What follows belongs to an exercise in optimizing a design on an open flow for small area; a production flow would make more cautious choices. Function was checked by simulation only, so behaviour that the tests miss may differ from the original. Power is estimated from default activity; no workload was simulated.

### design/flow/flow/run.sh
#!/bin/bash
# Own flow: the standard synthesis; then its combinational logic re-mapped
# for area by ABC with a few scripts (flip-flops untouched), each result
# checked to be fully mapped, to keep the standard flip-flops and to be
# equivalent to the standard netlist, and the smallest kept; then the
# standard layout with small port buffers and a lighter clock tree.
set -uo pipefail
W=$(pwd)
F=$W/flow
R=$W/orfs/results/$FLOW_PLATFORM/system/base
LIB=$FLOW_HOME/platforms/$FLOW_PLATFORM/lib/sky130_fd_sc_hd__tt_025C_1v80.lib
YOSYS=$(command -v yosys || echo "$FLOW_HOME/../tools/install/yosys/bin/yosys")

bash standard.sh synth > $W/log_1_standard_synth.txt 2>&1 || exit 1
cp $R/1_2_yosys.v $W/std_synth.v

FFRE='__(s?e?df|dl[xr]|dlclkp|sdlclkp)'
FFS=$(grep -oE '^\s*sky130_fd_sc_hd__[a-z0-9_]+' $W/std_synth.v | tr -d ' ' | sort -u | grep -E "$FFRE" | tr '\n' ' ')
ffs() { grep -E "^\s*sky130_fd_sc_hd__(s?e?df|dl[xr]|dlclkp|sdlclkp)" "$1" | awk '{print $1, $2}' | sort; }

remap() {  # remap NAME
  local n=$1
  REOPT_LIB=$LIB REOPT_FFS="$FFS" REOPT_DONT_USE="$(tr '\n' ' ' < $F/dont_use.txt)" \
  REOPT_IN=$W/std_synth.v REOPT_OUT=$W/reopt_$n.v REOPT_STAT=$W/reopt_$n.stat REOPT_SCRIPT=$F/abc_$n.script \
    timeout 1200 $YOSYS -c $F/reopt.tcl > $W/log_2_reopt_$n.txt 2>&1 || return 1
  [[ "$(ffs $W/std_synth.v)" == "$(ffs $W/reopt_$n.v)" ]] || { echo "flip-flops differ" >> $W/log_2_reopt_$n.txt; return 1; }
  EQ_LIB=$LIB EQ_GOLD=$W/std_synth.v EQ_GATE=$W/reopt_$n.v \
    timeout 1200 $YOSYS -c $F/eqv.tcl > $W/log_3_equiv_$n.txt 2>&1 || return 1
  grep 'Chip area' $W/reopt_$n.stat | awk '{print $NF}' > $W/reopt_$n.area
}
for n in a b c; do remap $n & done
wait

best=""; barea=""
for n in a b c; do
  [[ -s $W/reopt_$n.area ]] || continue
  a=$(cat $W/reopt_$n.area)
  if [[ -z "$best" ]] || awk -v x="$a" -v y="$barea" 'BEGIN{exit !(x<y)}'; then best=$n; barea=$a; fi
done
if [[ -n "$best" ]]; then
  cp $W/reopt_$best.v $R/1_2_yosys.v
  echo "re-mapped netlist $best used, area $barea" > $W/log_4_choice.txt
else
  echo "no re-mapped netlist passed; standard netlist kept" > $W/log_4_choice.txt
fi
touch $R/1_2_yosys.v

export BUFFER_PORTS_ARGS="-buffer_cell sky130_fd_sc_hd__buf_1"
export CTS_ARGS="-sink_clustering_enable -repair_clock_nets -dont_use_dummy_load -buf_list \"sky130_fd_sc_hd__clkbuf_4 sky130_fd_sc_hd__clkbuf_8\""
bash standard.sh > $W/log_5_standard_layout.txt 2>&1
### design/flow/flow/abc_a.script
strash
dch -f
amap
mfs
strash
dch -f
amap
mfs
strash
dch -f
amap
### design/flow/flow/abc_b.script
strash
&get -n
&deepsyn -T 60
&put
dch -f
amap
mfs
strash
dch -f
amap
### design/flow/flow/abc_c.script
strash
dch
map -a
strash
dch
map -a
### design/flow/flow/dont_use.txt
sky130_fd_sc_hd__probe_p_8
sky130_fd_sc_hd__probec_p_8
sky130_fd_sc_hd__lpflow_bleeder_1
sky130_fd_sc_hd__lpflow_clkbufkapwr_1
sky130_fd_sc_hd__lpflow_clkbufkapwr_16
sky130_fd_sc_hd__lpflow_clkbufkapwr_2
sky130_fd_sc_hd__lpflow_clkbufkapwr_4
sky130_fd_sc_hd__lpflow_clkbufkapwr_8
sky130_fd_sc_hd__lpflow_clkinvkapwr_1
sky130_fd_sc_hd__lpflow_clkinvkapwr_16
sky130_fd_sc_hd__lpflow_clkinvkapwr_2
sky130_fd_sc_hd__lpflow_clkinvkapwr_4
sky130_fd_sc_hd__lpflow_clkinvkapwr_8
sky130_fd_sc_hd__lpflow_decapkapwr_12
sky130_fd_sc_hd__lpflow_decapkapwr_3
sky130_fd_sc_hd__lpflow_decapkapwr_4
sky130_fd_sc_hd__lpflow_decapkapwr_6
sky130_fd_sc_hd__lpflow_decapkapwr_8
sky130_fd_sc_hd__lpflow_inputiso0n_1
sky130_fd_sc_hd__lpflow_inputiso0p_1
sky130_fd_sc_hd__lpflow_inputiso1n_1
sky130_fd_sc_hd__lpflow_inputiso1p_1
sky130_fd_sc_hd__lpflow_inputisolatch_1
sky130_fd_sc_hd__lpflow_isobufsrc_1
sky130_fd_sc_hd__lpflow_isobufsrc_16
sky130_fd_sc_hd__lpflow_isobufsrc_2
sky130_fd_sc_hd__lpflow_isobufsrc_4
sky130_fd_sc_hd__lpflow_isobufsrc_8
sky130_fd_sc_hd__lpflow_isobufsrckapwr_16
sky130_fd_sc_hd__lpflow_lsbuf_lh_hl_isowell_tap_1
sky130_fd_sc_hd__lpflow_lsbuf_lh_hl_isowell_tap_2
sky130_fd_sc_hd__lpflow_lsbuf_lh_hl_isowell_tap_4
sky130_fd_sc_hd__lpflow_lsbuf_lh_isowell_4
sky130_fd_sc_hd__lpflow_lsbuf_lh_isowell_tap_1
sky130_fd_sc_hd__lpflow_lsbuf_lh_isowell_tap_2
sky130_fd_sc_hd__lpflow_lsbuf_lh_isowell_tap_4
sky130_fd_sc_hd__fill_1
sky130_fd_sc_hd__fill_2
sky130_fd_sc_hd__fill_4
sky130_fd_sc_hd__fill_8
### design/flow/flow/eqv.tcl
yosys -import
set lib $::env(EQ_LIB)
read_liberty -ignore_miss_func $lib
read_verilog $::env(EQ_GOLD)
yosys rename $::env(FLOW_TOP) gold
read_verilog $::env(EQ_GATE)
yosys rename $::env(FLOW_TOP) gate
hierarchy -check
flatten gold gate
opt_clean
yosys rename -hide gold/w:_* gate/w:_*
async2sync
check -assert gate
setundef -undriven -zero gate
equiv_make gold gate equiv
hierarchy -top equiv
equiv_simple -seq 2
equiv_induct
equiv_status -assert
### design/flow/flow/reopt.tcl
# Re-map the combinational logic of the standard synthesis for area.
# The flip-flops are kept as they are (same instances, names and cells).
yosys -import
set lib   $::env(REOPT_LIB)
set ffs   $::env(REOPT_FFS)
set du    {}
foreach c [split [string trim $::env(REOPT_DONT_USE)]] { lappend du -dont_use $c }
read_liberty -ignore_miss_func $lib
read_verilog $::env(REOPT_IN)
hierarchy -top $::env(FLOW_TOP)
foreach f $ffs { setattr -mod -set keep_hierarchy 1 $f }
flatten
foreach f $ffs { blackbox $f }
hierarchy -top $::env(FLOW_TOP)
opt -purge
abc -liberty $lib {*}$du -script $::env(REOPT_SCRIPT)
opt_clean -purge
splitnets
opt_clean -purge
hilomap -singleton -hicell sky130_fd_sc_hd__conb_1 HI -locell sky130_fd_sc_hd__conb_1 LO
insbuf -buf sky130_fd_sc_hd__buf_4 A X
check
select -assert-none t:$*
tee -o $::env(REOPT_STAT) stat -liberty $lib
write_verilog -noattr -nohex -nodec $::env(REOPT_OUT)
### design/flow/standard.sh
#!/bin/bash
# synth_recipe.tcl (not shown) runs the flow's synth.tcl, then flattens the netlist and writes it again
# the make line also repeats each setting of config.mk as NAME=value (left out here)
make -C /OpenROAD-flow-scripts/flow DESIGN_CONFIG=/design/flow/config.mk WORK_HOME=/design/flow/orfs CLKGATE_MAP_FILE= SYNTH_SCRIPT=/design/flow/synth_recipe.tcl "${@:-finish}"
### design/flow/config.mk
export PLATFORM = sky130hd
export DESIGN_NAME = system
export DESIGN_NICKNAME = system
export VERILOG_FILES = /design/flow/design.v
export SDC_FILE = /design/flow/constraint.sdc
export NUM_CORES = 4
export LEC_CHECK = 0
export ABC_AREA = 1
export CAP_MARGIN = 20
export CORE_MARGIN = 2
export CORE_UTILIZATION = 40
export SLEW_MARGIN = 20
### design/flow/constraint.sdc
create_clock -name core_clock -period 100.0 [get_ports {CLOCK_50}]
set_input_delay 20.0000 -clock core_clock [delete_from_list [all_inputs] [get_ports {CLOCK_50}]]
set_output_delay 20.0000 -clock core_clock [all_outputs]
set_load 0.01 [all_outputs]
### design/flow/design.v
module debouncer (
	input CLOCK_50,
	input rst,
	input in,
	output reg out,
	output reg [9:0] count
	);
	always @(posedge CLOCK_50)
		if (rst)
			count <= 10'd0;
		else
			count <= count + 1'b1;
	always @(posedge CLOCK_50)
		if (rst)
			out <= 1'b0;
		else if (count == 10'h1ff)
			out <= in;
endmodule
module incrementer(
	input CLOCK_50,
	input rst,
	input [1:0] SW,
	input KEY,
	input DB,
	input [9:0] P,
	output reg [7:0] BPM,
	output reg [1:0] mode
	);
	wire p511  = (P == 10'd511);
	wire p512  = (P == 10'd512);
	wire press = p512 & mode[0];
	always @(posedge CLOCK_50) begin
		if (p511)
			mode[0] <= KEY & ~DB;
		else if (p512)
			mode[0] <= mode[0] & (SW[1] | SW[0]);
		if (p512)
			mode[1] <= mode[0] & (SW[1] | ~SW[0]);
	end
	wire       dn = ~SW[0];
	wire [7:0] a  = BPM ^ {8{dn}};
	wire [7:0] t;
	assign t[0] = 1'b1;
	genvar i;
	generate for (i = 1; i < 8; i = i + 1) begin : g
		assign t[i] = t[i-1] & a[i-1];
	end endgenerate
	wire [7:0] pm  = BPM ^ t;
	wire       top = &BPM;                      
	wire       bot = (BPM[7:1] == 7'd0);        
	always @(posedge CLOCK_50)
		if (rst)
			BPM <= 8'd121;
		else if (press) begin
			if (SW[1])
				BPM <= 8'd120;
			else if (~dn & top)
				BPM <= 8'd1;
			else if (dn & bot)
				BPM <= 8'd255;
			else
				BPM <= pm;
		end
endmodule
module bin_to_dec (
	input [7:0] binary,
	output reg [3:0] huns,
	output reg [3:0] tens,
	output reg [3:0] ones
	);
	integer count;
	always @(binary)	
		begin
			huns = 4'd0;
			tens = 4'd0;
			ones = 4'd0;
		for ( count = 7; count >=0; count = count-1)
			begin	 
				if (huns >= 5)
					huns = huns + 3;
				if (tens >= 5)
					tens = tens + 3;
				if (ones >= 5)
					ones = ones + 3;
				huns = huns << 1;
				huns[0] = tens[3];
				tens = tens << 1;
				tens[0] = ones[3];
				ones = ones << 1;
				ones[0] = binary[count];
			end
		end
endmodule		
module clk_det(
	input  [7:0] BPM,
	input        CLOCK_50,
	input        rst,
	input  [9:0] P,
	input  [1:0] mode,
	output reg   BEEP
	);
	localparam [21:0] N = 22'd3000000;
	reg [21:0] G, GU, C;
	reg  [7:0] rem;
	reg        init;
	wire e1   = (P == 10'd513);
	wire cp   = (P == 10'd541);
	wire step = (P[8:5] == 4'b0000) & (P[4:0] >= 5'd7) & (P[4:0] <= 5'd28);
	wire w1   = step & P[9];                                  
	wire w2   = step & ~P[9];                                 
	wire hold = (P[9:5] == 5'b10000) & (P[4:0] >= 5'd2) & (P[4:0] <= 5'd29);
	wire top  = &BPM;
	wire up   = (mode == 2'b01);
	wire down = (mode == 2'b10);
	wire gdiv = (down & ~top) | init;
	wire       nbit = N[5'd28 - P[4:0]];
	wire [8:0] rs   = {rem, nbit};
	wire [8:0] d    = {1'b0, BPM & {8{~(w2 & top)}}};
	wire [9:0] b;                     
	wire [8:0] df;
	assign b[0] = w2;
	genvar i;
	generate for (i = 0; i < 9; i = i + 1) begin : sub
		assign df[i]  = rs[i] ^ d[i] ^ b[i];
		assign b[i+1] = (~rs[i] & (d[i] | b[i])) | (d[i] & b[i]);
	end endgenerate
	wire q = ~b[9];
	wire [22:0] c;
	assign c[0] = 1'b1;
	generate for (i = 0; i < 22; i = i + 1) begin : cmp
		assign c[i+1] = (C[i] & ~G[i]) | ((C[i] | ~G[i]) & c[i]);
	end endgenerate
	wire beat = c[22] & ~(hold & gdiv);
	wire [22:0] cc;
	assign cc[0] = 1'b1;
	generate for (i = 0; i < 22; i = i + 1) begin : inc
		assign cc[i+1] = cc[i] & C[i];
	end endgenerate
	wire [21:0] cn = C ^ cc[21:0];
	wire gload = (e1 & (mode[0] | (mode[1] & top))) | (cp & gdiv);
	wire [21:0] gx = (e1 & ~up) ? (mode[0] ? 22'd25000 : 22'd11764) : GU;
	always @(posedge CLOCK_50) begin
		if (rst)
			init <= 1'b1;
		else if (cp)
			init <= 1'b0;
		if (step)
			rem <= q ? df[7:0] : rs[7:0];
		else
			rem <= 8'd0;
		GU <= {GU[20:0], (w2 | (w1 & gdiv)) ? q : GU[21]};
		if (rst)
			G[13] <= 1'b1;
		else if (gload)
			G <= gx;
		if (rst) begin
			C    <= 22'h3fffff;
			BEEP <= 1'b0;
		end
		else if (beat) begin
			C    <= 22'd0;
			BEEP <= 1'b1;
		end
		else begin
			C <= cn;
			if ({C[9:5], C[3], C[0]} == 7'b1111111)
				BEEP <= 1'b0;
		end
	end
endmodule
module disp(
	input [3:0]in,
	output reg [6:0]out);
	always @(in) begin
		case (in)
			4'h0: out = 7'b1000000;
			4'h1: out = 7'b1111001;
			4'h2: out = 7'b0100100;
			4'h3: out = 7'b0110000;
			4'h4: out = 7'b0011001;
			4'h5: out = 7'b0010010;
			4'h6: out = 7'b0000010;
			4'h7: out = 7'b1111000;
			4'h8: out = 7'b0000000;
			4'h9: out = 7'b0010000;
			4'ha: out = 7'b0001000;
			4'hb: out = 7'b0000011;
			4'hc: out = 7'b1000110;
			4'hd: out = 7'b0100001;
			4'he: out = 7'b0000110;
			4'hf: out = 7'b0001110;
		endcase
	end
endmodule
module system(
	input [1:0] SW,
	input KEY,
	input CLOCK_50,
	input rst,
	output LEDG,
	output [6:0] HEX0,
	output [6:0] HEX1,
	output [6:0] HEX2);
	wire       db;
	wire [9:0] P;
	wire [7:0] bpm;
	wire [1:0] mode;
	wire [3:0] d100, d10, d1;
	debouncer d(
		.CLOCK_50 (CLOCK_50),
		.rst      (rst),
		.in       (KEY),
		.out      (db),
		.count    (P)
	);
	incrementer inc(
		.CLOCK_50 (CLOCK_50),
		.rst      (rst),
		.SW       (SW),
		.KEY      (KEY),
		.DB       (db),
		.P        (P),
		.BPM      (bpm),
		.mode     (mode)
	);
	bin_to_dec conv(
		.binary (bpm),
		.huns   (d100),
		.tens   (d10),
		.ones   (d1)
	);
	clk_det clk_det(
		.BPM      (bpm),
		.CLOCK_50 (CLOCK_50),
		.rst      (rst),
		.P        (P),
		.mode     (mode),
		.BEEP     (LEDG)
	);
	disp disp100(.in(d100), .out(HEX2));
	disp disp10 (.in(d10),  .out(HEX1));
	disp disp1  (.in(d1),   .out(HEX0));
endmodule
==> results of run 1 <==
## registers in the layout, indices dropped and copies added (netlist names)
register	flops
d.out	1
clk_det.init	1
clk_det.GU	22
clk_det.G	22
inc.BPM	8
d.count	10
clk_det.rem	8
inc.mode	2
clk_det.BEEP	1
clk_det.C	22
## power groups by stage
| stage | sequential [mW] | clock [mW] | combinational (mW) |
|---|---|---|---|
| after floorplan | 0.0430 | 0 | 0.00338 |
| after global placement | 0.0431 | 0 | 0.00440 |
| after detailed placement | 0.0432 | 0 | 0.00455 |
| after CTS | 0.0423 | 0.0207 | 0.00457 |
| after global routing | 0.0425 | 0.0219 | 0.00530 |
| final | 0.0423 | 0.0199 | 0.00450 |
## critical path: cells and delay by family, from the launching register on
family / cells / cell delay [ns]
AND/OR/NAND/NOR: 6 / 1.29
buffers and inverters: 5 / 0.74
AO/OA/AOI/OAI: 3 / 0.64
flip-flops: 1 / 0.46
## worst max path at each step
stage / from / endpoint / cells after the start
4_1_cts: inc.BPM[5] / HEX0[3] / 14
5_1_grt: inc.BPM[5] / HEX0[3] / 14
3_5_place_dp: inc.BPM[4] / HEX0[3] / 14
6_report: inc.BPM[5] / HEX0[3] / 14
2_1_floorplan: inc.BPM[5] / HEX1[1] / 14
3_3_place_gp: inc.BPM[5] / HEX0[3] / 15
## metal layers
| layer | wire length [um] | track usage [%] | vias to the layer above |
|---|---|---|---|
| met2 | 4230 | 27.6 | 65 |
| met4 | 128 | 5.24 | 0 |
| li1 | - | - | 2006 |
| met5 | 0 | 0 | - |
| met3 | 252 | 2.73 | 15 |
| met1 | 4360 | 21.0 | 1708 |
## final cells by class
| class | count | area (sq um) | area share, % |
|---|---|---|---|
| Inverter | 87 | 327 | 6.75 |
| Sequential cell | 97 | 2170 | 44.9 |
| Clock buffer | 9 | 124 | 2.56 |
| Timing Repair Buffer | 29 | 124 | 2.56 |
| Multi-Input combinational cell | 376 | 1920 | 39.6 |
| Tap cell | 140 | 175 | 3.62 |
==> metrics.yaml, run 1 <==
setup_path:
  setup.worst_path.end_class: "output port"
  r2r_end: "clk_det.rem[0]"
  reg2regPathDepth: 32
  cp_data_arrival_time_ns: 3.46
  cp_max_fo: 7
  cp_slowest_cell: "dfxtp_1"
  critPathLaunchType: "flop"
  slowest_delay_ns: 0.46
  path_class: "reg -> out"
  cp_cell_sequence: "clkinv_1, nor2_1, clkinv_1, nor2_1, nor2b_1, a21oi_1, nand2_1, nor2_1, clkinv_1, nor4_1, o31ai_1, o21ai_0, clkinv_1, buf_1"
  timing.rr.start: "inc.BPM[5]"
  ff2ff_setup_slack_ns: 93.59
  required_ns: 80.00
  cpMostUsedCell: "clkinv_1"
floorplanning:
  initial_utilization_pct: 40.9
  die_h_um: 109
  core_sq_um: 10800
  placementRows: 38
  pin_count: 27
  die_w_um: 109
  dieArea_sq_um: 12000
route:
  antenna_left: 0
  drt_pass1_iterations: 5
  drtIter0Drc: 156
  wl_per_cell_um: 12.2
  via_per_inst: 5.14
  drc: 0
  vias: 3794
  routed_wl_um: 8980
cells_and_area:
  syn_to_final_growth_pct: 9.11
  fin_util_pct: 44.7
  drive_gt1_share_pct: 2.17
  final_area_sq_um: 4840
  fin_cells: 738
  layout.cells.most_common: "nor2_1"
  fillCellCount: 1124
  antenna_cells: 0
  num-nets-final: 605
  final_cell_mix: "nor2_1, clkinv_1, o21ai_0, dfxtp_1, nand2_1"
power:
  pwr-share-seq_pct: 63.4
  powerDensity_nw_per_um2: 13.8
  irDropWorstVdd_v: 0.00000590
  p_sw_mw: 0.0153
  power.leakage_nw: 1.69
  total_power_mw: 0.0666
  p_comb_share_pct: 6.7
  clkPwrFrac_pct: 29.8
  p_sw_share_pct: 23.0
  intPower_mw: 0.0513
timing:
  fin_skew_ns: 0.0262
  worst_pin_slew_ns: 0.907
  period_needed_ns: 23.46
  worst_hold_slack_ns: 0.324
  finalHoldViolations: 0
  fin_tns_setup_ns: 0
  finalCritPeriodShare_pct: 23.5
  setup_violations: 0
  slew_headroom_pct: 38.7
  rsz0062_at_grt: "no"
  drv_slew: 0
  worst_slack_ns: 76.54
  fmax_ghz: 0.0426
placement:
  hpwl_um: 6760
  post-place-cells: 729
  gp_routability_congestion: 0.865
  placed_area_sq_um: 4720
  port_buffers: 25
  post-place-ws_ns: 77.05
cts:
  cts.htree.levels: 3
  clkLatencyLatePin_ns: 0.36
  ctsRootBufferMaster: "clkbuf_8"
  numCtsBuffers: 9
  cts_tree: "built"
  ctsLongestPathBuffers: 2
  holdBufCountCts: 0
  path_clk_slew_ns: 0.09
  cts_resized: 0
  post-cts-setup-buffers: 0
  cts.sinks: 97
synth:
  syn_inst: 563
  synth_area_per_cell_sq_um: 7.88
  syn_area_sq_um: 4440
  yosysWarnings: 5
  syn_nets: 568
hold_path:
  hold_depth: 0
  min_path_type: "reg -> reg"
  min_from: "clk_det.GU[17]"
  whs_endpoint: "clk_det.GU[18]"
run_status:
  status: "no timing/DRC/antenna violations"
grt:
  first_global_vias: 3517
  grt_remaining_overflow: 0
  grt_max_degree: 26
  antenna_found_initial: 0
  grt.total_usage_pct: 16.2
  grt_pass1_wl_um: 15600
run:
  cap_viol_max_count: 0
==> inputs of run 2 (changes only) <==
--- a/design/flow/flow/run.sh
+++ b/design/flow/flow/run.sh
@@ -48,3 +48,3 @@
 export BUFFER_PORTS_ARGS="-buffer_cell sky130_fd_sc_hd__buf_1"
-export CTS_ARGS="-sink_clustering_enable -repair_clock_nets -dont_use_dummy_load -buf_list \"sky130_fd_sc_hd__clkbuf_4 sky130_fd_sc_hd__clkbuf_8\""
+export CTS_ARGS="-sink_clustering_enable -repair_clock_nets -dont_use_dummy_load -root_buf sky130_fd_sc_hd__clkbuf_8 -buf_list sky130_fd_sc_hd__clkbuf_4"
 bash standard.sh > $W/log_5_standard_layout.txt 2>&1
==> metrics.yaml, run 2 <==
run_status:
  status: "no timing/DRC/antenna violations"
synth:
  yosysWarnings: 5  # unchanged
  syn_nets: 568  # unchanged
  synth_area_per_cell_sq_um: 7.88  # unchanged
  syn_area_sq_um: 4440  # unchanged
  syn_inst: 563  # unchanged
grt:
  grt_pass1_wl_um: 15600  # unchanged
  top_usage_layer: "met2"
  grt.total_usage_pct: 16.2  # unchanged
  met2_usage_pct: 27.6  # unchanged
  first_global_vias: 3517  # unchanged
  grt_use_met3_pct: 2.73  # unchanged
  antenna_found_initial: 0  # unchanged
  grt_remaining_overflow: 0  # unchanged
  grt_max_degree: 26  # unchanged
  met1_usage_pct: 21.0  # unchanged
cells_and_area:
  antenna_cells: 0  # unchanged
  final_cell_mix: "nor2_1, clkinv_1, o21ai_0, dfxtp_1, nand2_1"
  fillCellCount: 1124  # unchanged
  fin_util_pct: 44.7  # unchanged
  layout.cells.most_common: "nor2_1"
  syn_to_final_growth_pct: 9.11  # unchanged
  drive_gt1_share_pct: 2.17  # unchanged
  num-nets-final: 605  # unchanged
  final_area_sq_um: 4840  # unchanged
  top_regs: "clk_det.C (22), clk_det.GU (22), clk_det.G (22)"
cts:
  clkLatencyLatePin_ns: 0.36  # about the same
  cts.htree.levels: 3  # unchanged
  holdBufCountCts: 0  # unchanged
  cts_tree: "built"
  ctsRootBufferMaster: "clkbuf_8"
  post-cts-setup-buffers: 0  # unchanged
  cts.sinks: 97  # unchanged
  numCtsBuffers: 9  # unchanged
  ctsLongestPathBuffers: 2  # unchanged
  cts_resized: 0  # unchanged
  path_clk_slew_ns: 0.09  # about the same
timing:
  setup_violations: 0  # unchanged
  finalHoldViolations: 0  # unchanged
  worst_pin_slew_ns: 0.907  # unchanged
  fmax_ghz: 0.0426  # unchanged
  period_needed_ns: 23.46  # unchanged
  worst_slack_ns: 76.54  # unchanged
  worst_hold_slack_ns: 0.324  # unchanged
  fin_tns_setup_ns: 0  # unchanged
  finalCritPeriodShare_pct: 23.5  # unchanged
  fin_skew_ns: 0.0262  # unchanged
  slew_headroom_pct: 38.7  # unchanged
  drv_slew: 0  # unchanged
  rsz0062_at_grt: "no"
floorplanning:
  pin_count: 27  # unchanged
  core_sq_um: 10800  # unchanged
  placementRows: 38  # unchanged
  dieArea_sq_um: 12000  # unchanged
  initial_utilization_pct: 40.9  # unchanged
  die_h_um: 109  # unchanged
  die_w_um: 109  # unchanged
route:
  routed_wl_um: 8980  # unchanged
  drtIter0Drc: 156  # unchanged
  drc: 0  # unchanged
  via_per_inst: 5.14  # unchanged
  drt_pass1_iterations: 5  # unchanged
  antenna_left: 0  # unchanged
  wl_per_cell_um: 12.2  # unchanged
  vias: 3794  # unchanged
setup_path:
  cp_slowest_cell: "dfxtp_1"
  slowest_delay_ns: 0.46  # about the same
  worst_path_dominant_cell_family: "simple AND/OR/NAND/NOR gates"
  ff2ff_setup_slack_ns: 93.59  # about the same
  r2r_end: "clk_det.rem[0]"
  crit_buf_inv: 5  # unchanged
  path_class: "reg -> out"
  required_ns: 80.00  # about the same
  cp_cell_sequence: "clkinv_1, nor2_1, clkinv_1, nor2_1, nor2b_1, a21oi_1, nand2_1, nor2_1, clkinv_1, nor4_1, o31ai_1, o21ai_0, clkinv_1, buf_1"
  timing.rr.start: "inc.BPM[5]"
  reg2regPathDepth: 32  # unchanged
  setup.worst_path.end_class: "output port"
  cpMostUsedCell: "clkinv_1"
  cp_data_arrival_time_ns: 3.46  # about the same
  critPathLaunchType: "flop"
  cp_max_fo: 7  # unchanged
placement:
  post-place-ws_ns: 77.05  # unchanged
  placed_area_sq_um: 4720  # unchanged
  hpwl_um: 6760  # unchanged
  port_buffers: 25  # unchanged
  gp_routability_congestion: 0.865  # unchanged
hold_path:
  min_path_type: "reg -> reg"
  min_from: "clk_det.GU[17]"
  hold_depth: 0  # unchanged
  whs_endpoint: "clk_det.GU[18]"
run:
  cap_viol_max_count: 0  # unchanged
power:
  power.leakage_nw: 1.69  # unchanged
  irDropWorstVdd_v: 0.00000590  # unchanged
  powerDensity_nw_per_um2: 13.8  # unchanged
run 2: layout make-up:
| cell class | count | area (sq um) | area share (%) |
|---|---|---|---|
| sequential | 97 | 2170 | 44.9 |
| clock buffer | 9 | 124 | 2.56 |
| timing repair buffer | 29 | 124 | 2.56 |
| multi-input combinational | 376 | 1920 | 39.6 |
| inverter | 87 | 327 | 6.75 |
| tap | 140 | 175 | 3.62 |
run 2: worst reg2reg max path: cells and delay by family (launching register included):
| family | cells | cell delay (ns) |
|---|---|---|
| DFF | 1 | 0.46 |
| AOI/OAI and AO/OA | 12 | 2.59 |
| buffers and inverters | 3 | 0.51 |
| and+or+nand+nor | 17 | 2.78 |
run 2: through the flow:
stage / power, mW / cells
after CTS: 0.0675 / 738
after global routing: 0.0696 / 738
after floorplan: 0.0463 / 563
final: 0.0666 / 738
after global placement: 0.0475 / 729
after detailed placement: 0.0477 / 729
run 2: metal layers:
metal,vias to the layer above,share of wire [%]
met1,1708,49
met3,15,2.8
li1,2006,-
met4,0,1.4
met5,-,0
met2,65,47
run 2: how the worst max path moves through the flow:
stage,cells past startpoint,slack [ns],endpoint,startpoint
after floorplan,14,77.37,HEX1[1],inc.BPM[5]
after global placement,15,77.20,HEX0[3],inc.BPM[5]
after detailed placement,14,77.05,HEX0[3],inc.BPM[4]
after CTS,14,76.65,HEX0[3],inc.BPM[5]
after global routing,14,76.28,HEX0[3],inc.BPM[5]
final,14,76.54,HEX0[3],inc.BPM[5]
run 2: report_power, final:
| part | switching [mW] | total, mW | internal (mW) | leakage (nW) |
|---|---|---|---|---|
| combinational | 0.00275 | 0.00450 | 0.00175 | 0.809 |
| clock | 0.0118 | 0.0199 | 0.00810 | 0.0647 |
| sequential | 0.000823 | 0.0423 | 0.0414 | 0.819 |
==> inputs of run 3 (changes only) <==
--- a/design/flow/flow/run.sh
+++ b/design/flow/flow/run.sh
@@ -48,3 +48,3 @@
 export BUFFER_PORTS_ARGS="-buffer_cell sky130_fd_sc_hd__buf_1"
-export CTS_ARGS="-sink_clustering_enable -repair_clock_nets -dont_use_dummy_load -root_buf sky130_fd_sc_hd__clkbuf_8 -buf_list sky130_fd_sc_hd__clkbuf_4"
+export CTS_ARGS="-sink_clustering_enable -repair_clock_nets -dont_use_dummy_load -buf_list sky130_fd_sc_hd__clkbuf_8"
 bash standard.sh > $W/log_5_standard_layout.txt 2>&1
==> metrics.yaml, run 3 <==
run_status:
  status: "no timing/DRC/antenna violations"
grt:
  first_global_vias: 3517  # unchanged
  grt.total_usage_pct: 16.2  # unchanged
  grt_max_degree: 26  # unchanged
  grt_pass1_wl_um: 15600  # unchanged
  grt_remaining_overflow: 0  # unchanged
  antenna_found_initial: 0  # unchanged
cts:
  clkLatencyLatePin_ns: 0.36  # about the same
  cts.sinks: 97  # unchanged
  ctsRootBufferMaster: "clkbuf_8"
  cts_tree: "built"
  ctsLongestPathBuffers: 2  # unchanged
  cts.htree.levels: 3  # unchanged
  holdBufCountCts: 0  # unchanged
  post-cts-setup-buffers: 0  # unchanged
  numCtsBuffers: 9  # unchanged
  cts_resized: 0  # unchanged
  path_clk_slew_ns: 0.09  # about the same
timing:
  finalHoldViolations: 0  # unchanged
  finalCritPeriodShare_pct: 23.5  # unchanged
  drv_slew: 0  # unchanged
  slew_headroom_pct: 38.7  # unchanged
  fin_tns_setup_ns: 0  # unchanged
  setup_violations: 0  # unchanged
  fin_skew_ns: 0.0262  # unchanged
  fmax_ghz: 0.0426  # unchanged
  rsz0062_at_grt: "no"
  worst_pin_slew_ns: 0.907  # unchanged
  period_needed_ns: 23.46  # unchanged
route:
  top_layer_used: "met4"
  antenna_left: 0  # unchanged
  drt-met1-wl_um: 4360  # unchanged
  drt_pass1_iterations: 5  # unchanged
  wl_met3_um: 252  # unchanged
  via_per_inst: 5.14  # unchanged
  drc: 0  # unchanged
  drtIter0Drc: 156  # unchanged
  dr_wl_met2_um: 4230  # unchanged
  vias: 3794  # unchanged
  routed_wl_um: 8980  # unchanged
  wl_per_cell_um: 12.2  # unchanged
run:
  cap_viol_max_count: 0  # unchanged
synth:
  synth_area_per_cell_sq_um: 7.88  # unchanged
  syn_inst: 563  # unchanged
  syn_area_sq_um: 4440  # unchanged
  yosysWarnings: 5  # unchanged
  syn_nets: 568  # unchanged
cells_and_area:
  num-nets-final: 605  # unchanged
  final_cell_mix: "nor2_1, clkinv_1, o21ai_0, dfxtp_1, nand2_1"
  syn_to_final_growth_pct: 9.11  # unchanged
  final_area_sq_um: 4840  # unchanged
  top_regs: "clk_det.C (22), clk_det.GU (22), clk_det.G (22)"
  layout.cells.most_common: "nor2_1"
  fin_util_pct: 44.7  # unchanged
  fillCellCount: 1124  # unchanged
  antenna_cells: 0  # unchanged
  multi_input_area_sq_um: 1920  # unchanged
  drive_gt1_share_pct: 2.17  # unchanged
  regArea_sq_um: 2170  # unchanged
placement:
  port_buffers: 25  # unchanged
  gp_routability_congestion: 0.865  # unchanged
  placed_area_sq_um: 4720  # unchanged
  hpwl_um: 6760  # unchanged
power:
  irDropWorstVdd_v: 0.00000590  # unchanged
  power.leakage_nw: 1.69  # unchanged
  powerDensity_nw_per_um2: 13.8  # unchanged
floorplanning:
  die_h_um: 109  # unchanged
  dieArea_sq_um: 12000  # unchanged
  core_sq_um: 10800  # unchanged
  die_w_um: 109  # unchanged
  initial_utilization_pct: 40.9  # unchanged
  placementRows: 38  # unchanged
  pin_count: 27  # unchanged
setup_path:
  critPathCapture: "HEX0[3]"
  ff2ff_setup_slack_ns: 93.59  # about the same
  startpoint: "inc.BPM[5]"
  reg2regPathDepth: 32  # unchanged
  path_class: "reg -> out"
  required_ns: 80.00  # about the same
  r2r_end: "clk_det.rem[0]"
  cp_max_fo: 7  # unchanged
  setup.worst_path.end_class: "output port"
  cp_data_arrival_time_ns: 3.46  # about the same
  timing.rr.start: "inc.BPM[5]"
  critPathLaunchType: "flop"
hold_path:
  min_path_type: "reg -> reg"
-- run 3: metal layers --
layer | up-vias | track usage, %
met5 | - | 0
met4 | 0 | 5.24
met3 | 15 | 2.73
met2 | 65 | 27.6
met1 | 1708 | 21.0
li1 | 2006 | -
-- run 3: final cells by class --
class                   count  share of cell area, %
flip-flops and latches     97                   44.9
clock buffers               9                   2.56
inverters                  87                   6.75
well taps                 140                   3.62
repair buffers             29                   2.56
multi-input cells         376                   39.6
-- run 3: power by group --
part           leakage, nW  switching (mW)  internal (mW)
clock               0.0647          0.0118        0.00810
combinational        0.809         0.00275        0.00175
sequential           0.819        0.000823         0.0414
-- run 3: worst min path at each step --
stage / from / endpoint / slack, ns / cells after the start
6_report: clk_det.GU[17] / clk_det.GU[18] / 0.32 / 0
3_3_place_gp: clk_det.GU[12] / clk_det.GU[13] / 0.33 / 0
3_5_place_dp: clk_det.GU[17] / clk_det.GU[18] / 0.33 / 0
5_1_grt: clk_det.GU[17] / clk_det.GU[18] / 0.33 / 0
2_1_floorplan: clk_det.GU[9] / clk_det.GU[10] / 0.32 / 0
4_1_cts: clk_det.GU[17] / clk_det.GU[18] / 0.32 / 0
-- run 3: critical path, stage by stage, from the launching register on --
cell and delay (ns):
dfxtp_1 0.46, clkinv_1 0.21, nor2_1 0.21, clkinv_1 0.11, nor2_1 0.26, nor2b_1 0.12, a21oi_1 0.24, nand2_1 0.13
nor2_1 0.26, clkinv_1 0.19, nor4_1 0.31, o31ai_1 0.15, o21ai_0 0.25, clkinv_1 0.10, buf_1 0.13
-- run 3: per-stage QoR --
stage                     hold slack, ns  setup slack [ns]  power (mW)  cells
final                              0.324             76.54      0.0666    738
after global routing               0.325             76.28      0.0696    738
after CTS                          0.319             76.65      0.0675    738
after detailed placement           0.333             77.05      0.0477    729
after global placement             0.331             77.20      0.0475    729
after floorplan                    0.324             77.37      0.0463    563
==> inputs of run 4 (changes only) <==
--- a/design/flow/design.v
+++ b/design/flow/design.v
@@ -104,3 +104,2 @@
 	reg  [7:0] rem;
-	reg        init;
 	wire e1   = (P == 10'd513);
@@ -110,3 +109,3 @@
 	wire w2   = step & ~P[9];                                 
-	wire hold = (P[9:5] == 5'b10000) & (P[4:0] >= 5'd2) & (P[4:0] <= 5'd29);
+	wire hold = (P[9:5] == 5'b10000) & (P[4:1] != 4'd0);           
 	wire top  = &BPM;
@@ -114,3 +113,2 @@
 	wire down = (mode == 2'b10);
-	wire gdiv = (down & ~top) | init;
 	wire       nbit = N[5'd28 - P[4:0]];
@@ -132,3 +130,3 @@
 	end endgenerate
-	wire beat = c[22] & ~(hold & gdiv);
+	wire beat = c[22] & ~(hold & down & ~top);
 	wire [22:0] cc;
@@ -139,9 +137,5 @@
 	wire [21:0] cn = C ^ cc[21:0];
-	wire gload = (e1 & (mode[0] | (mode[1] & top))) | (cp & gdiv);
+	wire gload = (e1 & (mode[0] | (mode[1] & top))) | cp;
 	wire [21:0] gx = (e1 & ~up) ? (mode[0] ? 22'd25000 : 22'd11764) : GU;
 	always @(posedge CLOCK_50) begin
-		if (rst)
-			init <= 1'b1;
-		else if (cp)
-			init <= 1'b0;
 		if (step)
@@ -150,3 +144,3 @@
 			rem <= 8'd0;
-		GU <= {GU[20:0], (w2 | (w1 & gdiv)) ? q : GU[21]};
+		GU <= {GU[20:0], step ? q : GU[21]};
 		if (rst)
--- a/design/flow/flow/run.sh
+++ b/design/flow/flow/run.sh
@@ -30,3 +30,3 @@
 }
-for n in a b c; do remap $n & done
+for n in a c d1 d2 d3 d4 d5 d6; do remap $n & done
 wait
@@ -34,3 +34,3 @@
 best=""; barea=""
-for n in a b c; do
+for n in a c d1 d2 d3 d4 d5 d6; do
   [[ -s $W/reopt_$n.area ]] || continue
==> design/flow/flow/abc_d1.script (new file) <==
strash
&get -n
&deepsyn -T 60 -S 1
&put
dch -f
amap
mfs
strash
dch -f
amap
==> design/flow/flow/abc_d2.script (new file) <==
strash
&get -n
&deepsyn -T 60 -S 2
&put
dch -f
amap
mfs
strash
dch -f
amap
==> design/flow/flow/abc_d3.script (new file) <==
strash
&get -n
&deepsyn -T 60 -S 3
&put
dch -f
amap
mfs
strash
dch -f
amap
==> design/flow/flow/abc_d4.script (new file) <==
strash
&get -n
&deepsyn -T 60 -S 4
&put
dch -f
amap
mfs
strash
dch -f
amap
==> design/flow/flow/abc_d5.script (new file) <==
strash
&get -n
&deepsyn -T 60 -S 5
&put
dch -f
amap
mfs
strash
dch -f
amap
==> design/flow/flow/abc_d6.script (new file) <==
strash
&get -n
&deepsyn -T 60 -S 6
&put
dch -f
amap
mfs
strash
dch -f
amap
removed: design/flow/flow/abc_b.script
==> metrics.yaml, run 4 <==
synth:
  yosysWarnings: 5  # unchanged
  syn_inst: 527  # -6.4%
  syn_nets: 532  # -6.3%
  synth_area_per_cell_sq_um: 8.12  # +3.1%
  syn_area_sq_um: 4280  # -3.5%
grt:
  grt.total_usage_pct: 16.1  # -0.088 points
  grt_use_met3_pct: 2.30  # -0.43 points
  met2_usage_pct: 26.0  # -1.6 points
  top_usage_layer: "met2"
  first_global_vias: 3317  # -5.7%
  antenna_found_initial: 0  # unchanged
  grt_max_degree: 27  # +3.8%
  grt_pass1_wl_um: 14900  # -4.2%
  grt_remaining_overflow: 0  # unchanged
  met1_usage_pct: 21.2  # +0.23 points
cts:
  cts.htree.levels: 3  # unchanged
  clkLatencyLatePin_ns: 0.36  # about the same
  cts.sinks: 96  # -1.0%
  holdBufCountCts: 0  # unchanged
  ctsRootBufferMaster: "clkbuf_8"
  path_clk_slew_ns: 0.09  # about the same
  ctsLongestPathBuffers: 2  # unchanged
  post-cts-setup-buffers: 0  # unchanged
  numCtsBuffers: 9  # unchanged
  cts_tree: "built"
  cts_resized: 0  # unchanged
cells_and_area:
  layout.cells.most_common: "nor2_1"
  fillCellCount: 1055  # -6.1%
  multi_input_area_sq_um: 1890  # -1.4%
  fin_cells: 696  # -5.7%
  final_area_sq_um: 4680  # -3.4%
  top_regs: "clk_det.C (22), clk_det.GU (22), clk_det.G (22)"
  regArea_sq_um: 2150  # -0.92%
  final_cell_mix: "nor2_1, dfxtp_1, clkinv_1, o21ai_0, nand2_1"
  syn_to_final_growth_pct: 9.23
  antenna_cells: 0  # unchanged
  num-nets-final: 567  # -6.3%
  drive_gt1_share_pct: 2.32  # +0.15 points
power:
  p_comb_share_pct: 4.2  # -2.5 points
  irDropWorstVdd_v: 0.00000627  # +6.4%
  clkPwrFrac_pct: 31.6  # +1.8 points
  powerDensity_nw_per_um2: 13.5  # -2.0%
  p_sw_share_pct: 22.1  # -0.91 points
  pwr-share-seq_pct: 64.3  # +0.9 points
  power.leakage_nw: 1.83  # +7.9%
  intPower_mw: 0.0491  # -4.2%
  p_sw_mw: 0.0139  # -9.1%
timing:
  finalHoldViolations: 0  # unchanged
  fmax_ghz: 0.0420  # -1.5%
  finalCritPeriodShare_pct: 23.8  # +0.36 points
  drv_slew: 0  # unchanged
  fin_tns_setup_ns: 0  # unchanged
  worst_hold_slack_ns: 0.347  # +0.0225 ns
  fin_skew_ns: 0.0263  # +0.0000816 ns
  rsz0062_at_grt: "no"
  period_needed_ns: 23.82  # +0.357 ns
  setup_violations: 0  # unchanged
  slew_headroom_pct: 32.8  # -6.0 points
  worst_pin_slew_ns: 1.00  # +0.0955 ns
placement:
  placed_area_sq_um: 4550  # -3.6%
  port_buffers: 25  # unchanged
  gp_routability_congestion: 0.841  # -2.8%
  post-place-cells: 687  # -5.8%
  hpwl_um: 6370  # -5.7%
floorplanning:
  initial_utilization_pct: 41.3  # +0.36 points
  placementRows: 37  # -2.6%
  core_sq_um: 10400  # -4.3%
  die_w_um: 107  # -1.7%
  pin_count: 27  # unchanged
  dieArea_sq_um: 11500  # -3.4%
  die_h_um: 107  # -1.7%
route:
  vias: 3587  # -5.5%
  wl_per_cell_um: 12.5  # +2.7%
  drc: 0  # unchanged
  drtIter0Drc: 191  # +22%
  antenna_left: 0  # unchanged
  via_per_inst: 5.15  # +0.25%
  drt_pass1_iterations: 4  # -1
  routed_wl_um: 8690  # -3.2%
setup_path:
  cp_data_arrival_time_ns: 3.82  # +0.36 ns
  path_class: "reg -> out"
  required_ns: 80.00  # about the same
  cp_max_fo: 5  # -2
  critPathLaunchType: "flop"
  setup.worst_path.end_class: "output port"
hold_path:
  min_path_type: "reg -> reg"
run:
  cap_viol_max_count: 0  # unchanged
run_status:
  status: "no timing/DRC/antenna violations"
## run 4: final timing paths
kind | startpoint | cells after the start | end | slack, ns
max | inc.BPM[5] | 17 | HEX1[6] | 76.18
max reg2reg | inc.BPM[5] | 33 | clk_det.rem[1] | 93.23
min reg2reg | clk_det.GU[12] | 0 | clk_det.GU[13] | 0.35
min | clk_det.GU[12] | 0 | clk_det.GU[13] | 0.35
## run 4: cell type report
cell class	instances	area share (%)
Tap cell	136	3.64
Timing Repair Buffer	27	2.33
Sequential cell	96	46.0
Clock buffer	9	2.65
Multi-Input combinational cell	367	40.5
Inverter	61	4.90
## run 4: stage by stage
| stage | setup slack [ns] | total power, mW | utilization [%] |
|---|---|---|---|
| floorplan | 76.91 | 0.0433 | - |
| global placement | 76.81 | 0.0440 | 43.9 |
| detailed placement | 76.60 | 0.0441 | 43.9 |
| CTS | 76.19 | 0.0636 | 45.1 |
| global route | 75.76 | 0.0659 | 45.1 |
| finish | 76.18 | 0.0631 | 45.1 |
## run 4: power by group through the flow
stage | clock [mW] | combinational [mW] | sequential, mW
after global placement | 0 | 0.00253 | 0.0414
final | 0.0199 | 0.00264 | 0.0405
after detailed placement | 0 | 0.00263 | 0.0414
after CTS | 0.0204 | 0.00264 | 0.0405
after floorplan | 0 | 0.00196 | 0.0414
after global routing | 0.0222 | 0.00307 | 0.0406
## run 4: critical path, stage by stage, from the launching register on
cell      delay, ns
dfxtp_1        0.37
clkinv_1       0.15
nor2_1         0.22
nand2_1        0.13
and3_1         0.19
or2_0          0.24
a31oi_1        0.30
nor2_1         0.11
nor2_1         0.21
nor2_1         0.11
o32ai_1        0.32
clkinv_1       0.16
o21ai_0        0.12
o21ai_0        0.20
o211ai_1       0.17
clkinv_1       0.14
nor2_1         0.16
buf_1          0.17
## run 4: layer usage
| metal | vias to the layer above | wire [um] |
|---|---|---|
| met2 | 84 | 3950 |
| met3 | 20 | 299 |
| met1 | 1596 | 4230 |
| met5 | - | 0 |
| met4 | 0 | 214 |
| li1 | 1887 | - |
==> inputs of run 5 (changes only) <==
--- a/design/flow/flow/run.sh
+++ b/design/flow/flow/run.sh
@@ -20,6 +20,6 @@
 
-remap() {  # remap NAME
+remap() {  # remap NAME SCRIPT INPUT
   local n=$1
   REOPT_LIB=$LIB REOPT_FFS="$FFS" REOPT_DONT_USE="$(tr '\n' ' ' < $F/dont_use.txt)" \
-  REOPT_IN=$W/std_synth.v REOPT_OUT=$W/reopt_$n.v REOPT_STAT=$W/reopt_$n.stat REOPT_SCRIPT=$F/abc_$n.script \
+  REOPT_IN=$3 REOPT_OUT=$W/reopt_$n.v REOPT_STAT=$W/reopt_$n.stat REOPT_SCRIPT=$F/abc_$2.script \
     timeout 1200 $YOSYS -c $F/reopt.tcl > $W/log_2_reopt_$n.txt 2>&1 || return 1
@@ -30,11 +30,20 @@
 }
-for n in a c d1 d2 d3 d4 d5 d6; do remap $n & done
+pick() {  # pick NAMES... -> sets best/barea
+  for n in "$@"; do
+    [[ -s $W/reopt_$n.area ]] || continue
+    a=$(cat $W/reopt_$n.area)
+    if [[ -z "$best" ]] || awk -v x="$a" -v y="$barea" 'BEGIN{exit !(x<y)}'; then best=$n; barea=$a; fi
+  done
+}
+best=""; barea=""
+# round 1 from the standard netlist, round 2 from round 1's smallest
+for s in a c d1 d2 d3 d4 d5 d6; do remap 1$s $s $W/std_synth.v & done
 wait
-
-best=""; barea=""
-for n in a c d1 d2 d3 d4 d5 d6; do
-  [[ -s $W/reopt_$n.area ]] || continue
-  a=$(cat $W/reopt_$n.area)
-  if [[ -z "$best" ]] || awk -v x="$a" -v y="$barea" 'BEGIN{exit !(x<y)}'; then best=$n; barea=$a; fi
-done
+pick 1a 1c 1d1 1d2 1d3 1d4 1d5 1d6
+if [[ -n "$best" ]]; then
+  first=$best
+  for s in a d1 d2 d3 d4 d5 d6 d7; do remap 2$s $s $W/reopt_$first.v & done
+  wait
+  pick 2a 2d1 2d2 2d3 2d4 2d5 2d6 2d7
+fi
 if [[ -n "$best" ]]; then
==> design/flow/flow/abc_d7.script (new file) <==
strash
&get -n
&deepsyn -T 60 -S 7
&put
dch -f
amap
mfs
strash
dch -f
amap
--- a/design/flow/flow/reopt.tcl
+++ b/design/flow/flow/reopt.tcl
@@ -20,3 +20,3 @@
 hilomap -singleton -hicell sky130_fd_sc_hd__conb_1 HI -locell sky130_fd_sc_hd__conb_1 LO
-insbuf -buf sky130_fd_sc_hd__buf_4 A X
+insbuf -buf sky130_fd_sc_hd__buf_1 A X
 check
==> metrics.yaml, run 5 <==
setup_path:
  cp_data_arrival_time_ns: 3.96  # +0.14 ns
  r2r_end: "clk_det.rem[1]"
  ff2ff_setup_slack_ns: 93.34  # +0.11 ns
  required_ns: 80.00  # about the same
  cp_max_fo: 9  # +4
  critPathLaunchType: "flop"
  reg2regPathDepth: 30  # -9.1%
  path_class: "reg -> out"
  cpMostUsedCell: "clkinv_1"
  slowest_delay_ns: 0.50  # +0.13 ns
  crit_buf_inv: 6  # +2
  timing.rr.start: "inc.BPM[6]"
  worst_path_dominant_cell_family: "compound AO/OA/AOI/OAI gates"
  setup.worst_path.end_class: "output port"
  cp_cell_sequence: "clkinv_1, o22ai_1, a21oi_1, o22ai_1, clkinv_1, nor2_1, clkinv_1, a32oi_1, o21ai_0, o32ai_1, clkinv_1, o21ai_0, clkinv_1, nor2b_1, nor2_1, buf_1"
  cp_slowest_cell: "dfxtp_1"
synth:
  syn_inst: 529  # +0.38%
  yosysWarnings: 5  # unchanged
  syn_nets: 534  # +0.38%
  synth_area_per_cell_sq_um: 8.03  # -1.2%
  syn_area_sq_um: 4250  # -0.85%
route:
  drc: 0  # unchanged
  via_per_inst: 5.21  # +1.2%
  antenna_left: 0  # unchanged
  vias: 3639  # +1.4%
  drtIter0Drc: 122  # -36%
  routed_wl_um: 8750  # +0.60%
  wl_per_cell_um: 12.5  # +0.31%
  drt_pass1_iterations: 6  # +2
power:
  intPower_mw: 0.0507  # +3.3%
  clkPwrFrac_pct: 29.8  # -1.8 points
  p_sw_mw: 0.0150  # +7.3%
  irDropWorstVdd_v: 0.00000612  # -2.5%
  p_sw_share_pct: 22.8  # +0.66 points
  p_comb_share_pct: 6.6  # +2.4 points
  powerDensity_nw_per_um2: 14.2  # +5.0%
  power.leakage_nw: 1.63  # -11%
  pwr-share-seq_pct: 63.6  # -0.7 points
  total_power_mw: 0.0657  # +4.2%
cts:
  clkLatencyLatePin_ns: 0.35  # about the same
  ctsRootBufferMaster: "clkbuf_8"
  cts.htree.levels: 3  # unchanged
  path_clk_slew_ns: 0.09  # about the same
  post-cts-setup-buffers: 0  # unchanged
  numCtsBuffers: 9  # unchanged
  holdBufCountCts: 0  # unchanged
  cts_tree: "built"
  ctsLongestPathBuffers: 2  # unchanged
  cts.sinks: 96  # unchanged
  cts_resized: 0  # unchanged
cells_and_area:
  final_area_sq_um: 4640  # -0.78%
  fillCellCount: 1014  # -3.9%
  drive_gt1_share_pct: 2.14  # -0.19 points
  fin_util_pct: 45.0  # -0.15 points
  top_regs: "clk_det.C (22), clk_det.GU (22), clk_det.G (22)"
  antenna_cells: 0  # unchanged
  num-nets-final: 569  # +0.35%
  layout.cells.most_common: "nor2_1"
  fin_cells: 698  # +0.29%
  syn_to_final_growth_pct: 9.31  # about the same
  final_cell_mix: "nor2_1, dfxtp_1, clkinv_1, o21ai_0, nand2_1"
grt:
  met2_usage_pct: 27.7  # +1.6 points
  grt_remaining_overflow: 0  # unchanged
  antenna_found_initial: 0  # unchanged
  grt_use_met3_pct: 3.40  # +1.1 points
  grt_max_degree: 27  # unchanged
  met1_usage_pct: 20.7  # -0.49 points
  grt.total_usage_pct: 16.4  # +0.21 points
  grt_pass1_wl_um: 15300  # +2.8%
  first_global_vias: 3450  # +4.0%
  top_usage_layer: "met2"
timing:
  worst_slack_ns: 76.04  # -0.141 ns
  fmax_ghz: 0.0417  # -0.59%
  finalCritPeriodShare_pct: 24.0  # +0.14 points
  rsz0062_at_grt: "no"
  worst_hold_slack_ns: 0.333  # -0.0141 ns
  drv_slew: 0  # unchanged
  period_needed_ns: 23.96  # +0.141 ns
  worst_pin_slew_ns: 0.997  # -0.00536 ns
  fin_tns_setup_ns: 0  # unchanged
  slew_headroom_pct: 33.1  # +0.36 points
  fin_skew_ns: 0.0247  # -0.00164 ns
  setup_violations: 0  # unchanged
  finalHoldViolations: 0  # unchanged
hold_path:
  whs_endpoint: "clk_det.GU[13]"
  hold_depth: 0  # unchanged
  min_path_type: "reg -> reg"
  min_from: "clk_det.GU[12]"
placement:
  placed_area_sq_um: 4520  # -0.69%
  hpwl_um: 6280  # -1.4%
  gp_routability_congestion: 0.827  # -1.6%
  post-place-ws_ns: 76.53  # -0.0750 ns
  port_buffers: 25  # unchanged
  post-place-cells: 689  # +0.29%
floorplanning:
  initial_utilization_pct: 41.1  # -0.17 points
  pin_count: 27  # unchanged
  core_sq_um: 10300  # -0.45%
  die_w_um: 107  # -0.41%
  die_h_um: 107  # -0.41%
  dieArea_sq_um: 11500  # -0.82%
  placementRows: 37  # unchanged
run_status:
  status: "no timing/DRC/antenna violations"
run:
  cap_viol_max_count: 0  # unchanged
==> run 5: worst register-to-register path: cells and delay by family (launching register included) <==
family	cells	cell delay [ns]
AO/OA/AOI/OAI	14	3.74
AND/OR/NAND/NOR	11	1.56
buffers and inverters	5	0.77
flip-flops	1	0.50
==> run 5: routing by layer <==
layer / vias to the layer above / routed length, um
met4: 0 / 144
met1: 1625 / 4190
li1: 1900 / -
met5: - / 0
met3: 15 / 362
met2: 99 / 4050
==> run 5: final cells by class <==
| type | count | area, sq um | area share, % |
|---|---|---|---|
| Clock buffer | 9 | 124 | 2.67 |
| Timing Repair Buffer | 27 | 109 | 2.35 |
| Tap cell | 136 | 170 | 3.67 |
| Multi-Input combinational cell | 358 | 1820 | 39.1 |
| Sequential cell | 96 | 2150 | 46.4 |
| Inverter | 72 | 270 | 5.82 |
==> run 5: worst max-delay path by stage <==
stage,from,to,cells after the start
3_3_place_gp,inc.BPM[5],HEX1[6],16
2_1_floorplan,inc.BPM[6],HEX1[6],15
5_1_grt,inc.BPM[6],HEX1[6],16
6_report,inc.BPM[6],HEX1[6],16
4_1_cts,inc.BPM[6],HEX1[6],16
3_5_place_dp,inc.BPM[6],HEX1[6],16
==> run 5: power groups by stage <==
stage | clock network (mW) | logic, mW | registers (mW)
3_3_place_gp | 0 | 0.00427 | 0.0427
3_5_place_dp | 0 | 0.00438 | 0.0426
4_1_cts | 0.0205 | 0.00440 | 0.0418
5_1_grt | 0.0217 | 0.00512 | 0.0420
2_1_floorplan | 0 | 0.00332 | 0.0425
6_report | 0.0196 | 0.00434 | 0.0418
==> inputs of run 6 (changes only) <==
--- a/design/flow/design.v
+++ b/design/flow/design.v
@@ -102,7 +102,8 @@
 	localparam [21:0] N = 22'd3000000;
-	reg [21:0] G, GU, C;
+	reg [21:0] Gn, C;          
+	reg [20:0] GUn;            
 	reg  [7:0] rem;
 	wire e1   = (P == 10'd513);
-	wire cp   = (P == 10'd541);
-	wire step = (P[8:5] == 4'b0000) & (P[4:0] >= 5'd7) & (P[4:0] <= 5'd28);
+	wire cp   = (P == 10'd542);
+	wire step = (P[8:5] == 4'b0000) & (P[4:0] >= 5'd8) & (P[4:0] <= 5'd29);
 	wire w1   = step & P[9];                                  
@@ -113,3 +114,3 @@
 	wire down = (mode == 2'b10);
-	wire       nbit = N[5'd28 - P[4:0]];
+	wire       nbit = N[5'd29 - P[4:0]];
 	wire [8:0] rs   = {rem, nbit};
@@ -128,3 +129,3 @@
 	generate for (i = 0; i < 22; i = i + 1) begin : cmp
-		assign c[i+1] = (C[i] & ~G[i]) | ((C[i] | ~G[i]) & c[i]);
+		assign c[i+1] = (C[i] & Gn[i]) | ((C[i] | Gn[i]) & c[i]);
 	end endgenerate
@@ -138,3 +139,4 @@
 	wire gload = (e1 & (mode[0] | (mode[1] & top))) | cp;
-	wire [21:0] gx = (e1 & ~up) ? (mode[0] ? 22'd25000 : 22'd11764) : GU;
+	wire [20:0] gx = (e1 & ~up) ? (mode[0] ? ~21'd25000 : ~21'd11764) : GUn;
+	wire        bot = (BPM == 8'd1);
 	always @(posedge CLOCK_50) begin
@@ -144,7 +146,7 @@
 			rem <= 8'd0;
-		GU <= {GU[20:0], step ? q : GU[21]};
-		if (rst)
-			G[13] <= 1'b1;
+		GUn <= {GUn[19:0], step ? ~q : GUn[20]};
+		if (rst)
+			Gn[13] <= 1'b0;
 		else if (gload)
-			G <= gx;
+			Gn <= {~bot, gx};
 		if (rst) begin
--- a/design/flow/config.mk
+++ b/design/flow/config.mk
@@ -11,2 +11,3 @@
 export CORE_UTILIZATION = 40
+export GPL_TIMING_DRIVEN = 0
 export SLEW_MARGIN = 20
==> metrics.yaml, run 6 <==
setup_path:
  cp_data_arrival_time_ns: 3.81  # -0.15 ns
  r2r_end: "clk_det.rem[0]"
  timing.rr.start: "inc.BPM[2]"
  cp_cell_sequence: "clkinv_1, nor2_1, o21a_1, a21oi_1, o21a_1, nor2_1, clkinv_1, o22ai_1, o21ai_0, o21ai_0, o221ai_1, clkinv_1, o32ai_1, nand2_1, o21ai_0, o22ai_1, nor2b_1, nor2_1, buf_1"
  reg2regPathDepth: 31  # +3.3%
  ff2ff_setup_slack_ns: 93.79  # +0.45 ns
  slowest_delay_ns: 0.47  # -0.03 ns
  cp_slowest_cell: "dfxtp_1"
  path_class: "reg -> out"
  worst_path_dominant_cell_family: "compound AO/OA/AOI/OAI gates"
  cp_max_fo: 8  # -1
  crit_cells: 19  # +3
  setup.worst_path.end_class: "output port"
  crit_buf_inv: 4  # -2
  critPathLaunchType: "flop"
  required_ns: 80.00  # about the same
route:
  routed_wl_um: 8750  # about the same
  antenna_left: 0  # unchanged
  wl_per_cell_um: 12.7  # +1.5%
  via_per_inst: 5.32  # +2.0%
  drt_pass1_iterations: 4  # -2
  vias: 3658  # +0.52%
  drc: 0  # unchanged
  drtIter0Drc: 148  # +21%
cells_and_area:
  top_regs: "clk_det.C (22), clk_det.Gn (22), clk_det.GUn (21)"
  fin_util_pct: 45.1  # +0.17 points
  final_cell_mix: "nor2_1, dfxtp_1, o21ai_0, clkinv_1, nand2_1"
  antenna_cells: 0  # unchanged
  num-nets-final: 559  # -1.8%
  layout.cells.most_common: "nor2_1"
  syn_to_final_growth_pct: 10.2
  final_area_sq_um: 4620  # -0.51%
  drive_gt1_share_pct: 2.54  # +0.40 points
  fin_cells: 688  # -1.4%
floorplanning:
  dieArea_sq_um: 11300  # -1.2%
  initial_utilization_pct: 41.0  # -0.17 points
  die_w_um: 106  # -0.63%
  die_h_um: 106  # -0.63%
  core_sq_um: 10200  # -0.90%
  placementRows: 37  # unchanged
  pin_count: 27  # unchanged
cts:
  cts.sinks: 95  # -1.0%
  cts.htree.levels: 3  # unchanged
  cts_resized: 0  # unchanged
  clkLatencyLatePin_ns: 0.37  # +0.02 ns
  path_clk_slew_ns: 0.08  # about the same
  holdBufCountCts: 0  # unchanged
  ctsRootBufferMaster: "clkbuf_8"
  numCtsBuffers: 9  # unchanged
  post-cts-setup-buffers: 0  # unchanged
  ctsLongestPathBuffers: 2  # unchanged
  cts_tree: "built"
placement:
  post-place-cells: 679  # -1.5%
  placed_area_sq_um: 4490  # -0.53%
  port_buffers: 25  # unchanged
  gp_routability_congestion: 0.856  # +3.5%
  hpwl_um: 6200  # -1.2%
  post-place-ws_ns: 76.67  # +0.142 ns
synth:
  synth_area_per_cell_sq_um: 8.12  # +1.2%
  syn_inst: 516  # -2.5%
  yosysWarnings: 5  # unchanged
  syn_area_sq_um: 4190  # -1.3%
  syn_nets: 521  # -2.4%
hold_path:
  min_path_type: "reg -> reg"
  hold_depth: 0  # unchanged
  whs_endpoint: "clk_det.GUn[20]"
  min_from: "clk_det.GUn[19]"
grt:
  first_global_vias: 3384  # -1.9%
  grt_max_degree: 27  # unchanged
  grt_remaining_overflow: 0  # unchanged
  grt_pass1_wl_um: 15100  # -1.4%
  grt.total_usage_pct: 16.7  # +0.32 points
  antenna_found_initial: 0  # unchanged
run:
  cap_viol_max_count: 0  # unchanged
timing:
  worst_slack_ns: 76.19  # +0.150 ns
  finalCritPeriodShare_pct: 23.8  # -0.15 points
  rsz0062_at_grt: "no"
  drv_slew: 0  # unchanged
  slew_headroom_pct: 28.5  # -4.6 points
  fin_skew_ns: 0.0235  # -0.00119 ns
  period_needed_ns: 23.81  # -0.150 ns
  finalHoldViolations: 0  # unchanged
  fmax_ghz: 0.0420  # +0.63%
  worst_pin_slew_ns: 1.07  # +0.0716 ns
  fin_tns_setup_ns: 0  # unchanged
  setup_violations: 0  # unchanged
  worst_hold_slack_ns: 0.340  # +0.00710 ns
run_status:
  status: "no timing/DRC/antenna violations"
power:
  powerDensity_nw_per_um2: 14.0  # -0.78%
  total_power_mw: 0.0649  # -1.3%
  irDropWorstVdd_v: 0.00000568  # -7.2%
  power.leakage_nw: 1.72  # +5.4%
run 6: layout make-up:
class,count,area (sq um)
multi-input cells,365,1860
repair buffers,27,120
flip-flops and latches,95,2130
well taps,136,170
inverters,53,199
fillers,1031,5610
plain buffers,3,11.3
clock buffers,9,124
run 6: where the power goes:
group          total (mW)  internal [mW]  switching [mW]
Sequential         0.0413         0.0403        0.000974
Clock              0.0199        0.00809          0.0119
Combinational     0.00361        0.00153         0.00208
run 6: layer usage:
layer  track usage, %  part of all wire (%)  vias to the layer above  wire [um]
li1                 -                     -                     1886          -
met5                0                     0                        -          0
met3             3.99                   3.8                       16        334
met4             7.99                   2.3                        0        204
met2             27.2                    45                       77       3980
met1             20.7                    48                     1679       4230
run 6: worst max-delay path by stage:
stage	slack, ns	endpoint	start
after floorplan	77.07	HEX1[6]	inc.BPM[2]
final	76.19	HEX1[6]	inc.BPM[2]
after global routing	75.67	HEX1[0]	inc.BPM[2]
after CTS	76.25	HEX1[0]	inc.BPM[2]
after detailed placement	76.67	HEX1[0]	inc.BPM[2]
after global placement	76.72	HEX1[6]	inc.BPM[5]
==> inputs of run 7 (changes only) <==
--- a/design/flow/config.mk
+++ b/design/flow/config.mk
@@ -11,3 +11,2 @@
 export CORE_UTILIZATION = 40
-export GPL_TIMING_DRIVEN = 0
 export SLEW_MARGIN = 20
==> metrics.yaml, run 7 <==
floorplanning:
  core_sq_um: 10200  # unchanged
  pin_count: 27  # unchanged
  placementRows: 37  # unchanged
  dieArea_sq_um: 11300  # unchanged
  die_w_um: 106  # unchanged
  die_h_um: 106  # unchanged
  initial_utilization_pct: 41.0  # unchanged
power:
  powerDensity_nw_per_um2: 14.0  # -0.48%
  power.leakage_nw: 1.74  # +0.82%
  irDropWorstVdd_v: 0.00000665  # +17%
grt:
  first_global_vias: 3338  # -1.4%
  grt_remaining_overflow: 0  # unchanged
  grt_pass1_wl_um: 15000  # -0.91%
  grt_max_degree: 27  # unchanged
  antenna_found_initial: 0  # unchanged
  grt.total_usage_pct: 16.3  # -0.35 points
placement:
  placed_area_sq_um: 4490  # -0.11%
  hpwl_um: 6110  # -1.5%
  gp_routability_congestion: 0.833  # -2.7%
  post-place-ws_ns: 76.70  # +0.0337 ns
  port_buffers: 25  # unchanged
cells_and_area:
  fillCellCount: 1022  # -0.87%
  layout.cells.most_common: "nor2_1"
  num-nets-final: 560  # +0.18%
  antenna_cells: 0  # unchanged
  final_cell_mix: "nor2_1, dfxtp_1, o21ai_0, clkinv_1, nand2_1"
  syn_to_final_growth_pct: 10.1
  final_area_sq_um: 4610  # -0.11%
  drive_gt1_share_pct: 2.71  # +0.18 points
  top_regs: "clk_det.C (22), clk_det.Gn (22), clk_det.GUn (21)"
route:
  via_per_inst: 5.20  # -2.2%
  routed_wl_um: 8480  # -3.1%
  wl_per_cell_um: 12.3  # -3.2%
  antenna_left: 0  # unchanged
  drc: 0  # unchanged
  vias: 3584  # -2.0%
  drt_pass1_iterations: 4  # unchanged
  drtIter0Drc: 208  # +41%
timing:
  period_needed_ns: 23.77  # -0.0368 ns
  worst_slack_ns: 76.23  # +0.0368 ns
  fin_tns_setup_ns: 0  # unchanged
  slew_headroom_pct: 56.2  # +28 points
  worst_pin_slew_ns: 0.640  # -0.429 ns
  setup_violations: 0  # unchanged
  fmax_ghz: 0.0421  # +0.15%
  worst_hold_slack_ns: 0.334  # -0.00547 ns
  rsz0062_at_grt: "no"
  finalHoldViolations: 0  # unchanged
  drv_slew: 0  # unchanged
  fin_skew_ns: 0.0242  # +0.000675 ns
  finalCritPeriodShare_pct: 23.8  # -0.037 points
setup_path:
  cpMostUsedCell: "clkinv_1"
  startpoint: "inc.BPM[5]"
  ff2ff_setup_slack_ns: 93.85  # +0.06 ns
  path_class: "reg -> out"
  reg2regPathDepth: 31  # unchanged
  setup.worst_path.end_class: "output port"
  cp_max_fo: 9  # +1
  cp_data_arrival_time_ns: 3.77  # -0.04 ns
  cp_slowest_cell: "dfxtp_1"
  cp_cell_sequence: "clkinv_1, nor2_1, clkinv_1, nand2_1, o22ai_1, nor2_1, clkinv_1, o22ai_1, o21ai_0, o21ai_0, o221ai_1, clkinv_1, o32ai_1, nand2_1, o21ai_0, o22ai_1, nor2b_1, nor2_1, buf_1"
  timing.rr.start: "inc.BPM[5]"
  critPathLaunchType: "flop"
  critPathCapture: "HEX1[6]"
  slowest_delay_ns: 0.40  # -0.07 ns
  required_ns: 80.00  # about the same
  r2r_end: "clk_det.rem[0]"
cts:
  clkLatencyLatePin_ns: 0.36  # about the same
  numCtsBuffers: 9  # unchanged
  post-cts-setup-buffers: 0  # unchanged
  ctsLongestPathBuffers: 2  # unchanged
  path_clk_slew_ns: 0.09  # about the same
  cts.sinks: 95  # unchanged
  cts.htree.levels: 3  # unchanged
  ctsRootBufferMaster: "clkbuf_8"
  holdBufCountCts: 0  # unchanged
  cts_tree: "built"
  cts_resized: 0  # unchanged
synth:
  synth_area_per_cell_sq_um: 8.12  # unchanged
  syn_inst: 516  # unchanged
  syn_area_sq_um: 4190  # unchanged
  yosysWarnings: 5  # unchanged
  syn_nets: 521  # unchanged
run_status:
  status: "no timing/DRC/antenna violations"
hold_path:
  min_path_type: "reg -> reg"
run:
  cap_viol_max_count: 0  # unchanged
[run 7: changes by cell type in the layout (fill, tap and decap cells not counted), sizes merged]
cell and delta:
buf +1
[run 7: where the power goes]
group / internal, mW / switching (mW)
Sequential: 0.0403 / 0.000973
Clock: 0.00808 / 0.0116
Combinational: 0.00151 / 0.00201
[run 7: how the worst min path moves through the flow]
stage | startpoint | end | slack [ns] | depth (start not counted)
finish | clk_det.GUn[3] | clk_det.GUn[4] | 0.33 | 0
global route | clk_det.GUn[3] | clk_det.GUn[4] | 0.33 | 0
CTS | clk_det.GUn[3] | clk_det.GUn[4] | 0.33 | 0
detailed placement | clk_det.GUn[15] | clk_det.GUn[16] | 0.33 | 0
global placement | clk_det.GUn[5] | clk_det.GUn[6] | 0.33 | 0
floorplan | clk_det.GUn[9] | clk_det.GUn[10] | 0.32 | 0
[run 7: cell type report]
| class | instances | area, sq um | share of cell area [%] |
|---|---|---|---|
| Sequential cell | 95 | 2130 | 46.2 |
| Inverter | 53 | 199 | 4.31 |
| Clock buffer | 9 | 124 | 2.69 |
| Timing Repair Buffer | 31 | 139 | 3.01 |
| Multi-Input combinational cell | 365 | 1850 | 40.1 |
| Tap cell | 136 | 170 | 3.69 |
[run 7: stage by stage]
| stage | instances | util [%] | power (mW) |
|---|---|---|---|
| 6_report | 689 | 45.1 | 0.0645 |
| 5_1_grt | 689 | 45.1 | 0.0675 |
| 4_1_cts | 689 | 45.1 | 0.0654 |
| 3_5_place_dp | 680 | 43.9 | 0.0457 |
| 3_3_place_gp | 680 | 43.9 | 0.0456 |
| 2_1_floorplan | 516 | - | 0.0446 |
[run 7: per-layer routing]
metal  global-route usage (%)  share of wire [%]
met4                     5.36                1.3
met1                     21.3                 50
met3                     4.54                4.0
met2                     26.1                 45
met5                        0                  0
[run 7: critical path, delay by kind of cell (launching register included)]
family,cells,cell delay (ns)
AOI/OAI and AO/OA,8,1.30
buffers and inverters,5,0.73
and+or+nand+nor,6,0.98
DFF,1,0.40

Re-timed with assumed drivers on the ports (clkbuf_16 on the clock, buf_2 on other inputs), run 7 has 76.198 ns of setup slack against 76.228 ns with ideal ports, and 76.576 ns once port delays also move by the mid clock arrival of 0.378 ns.
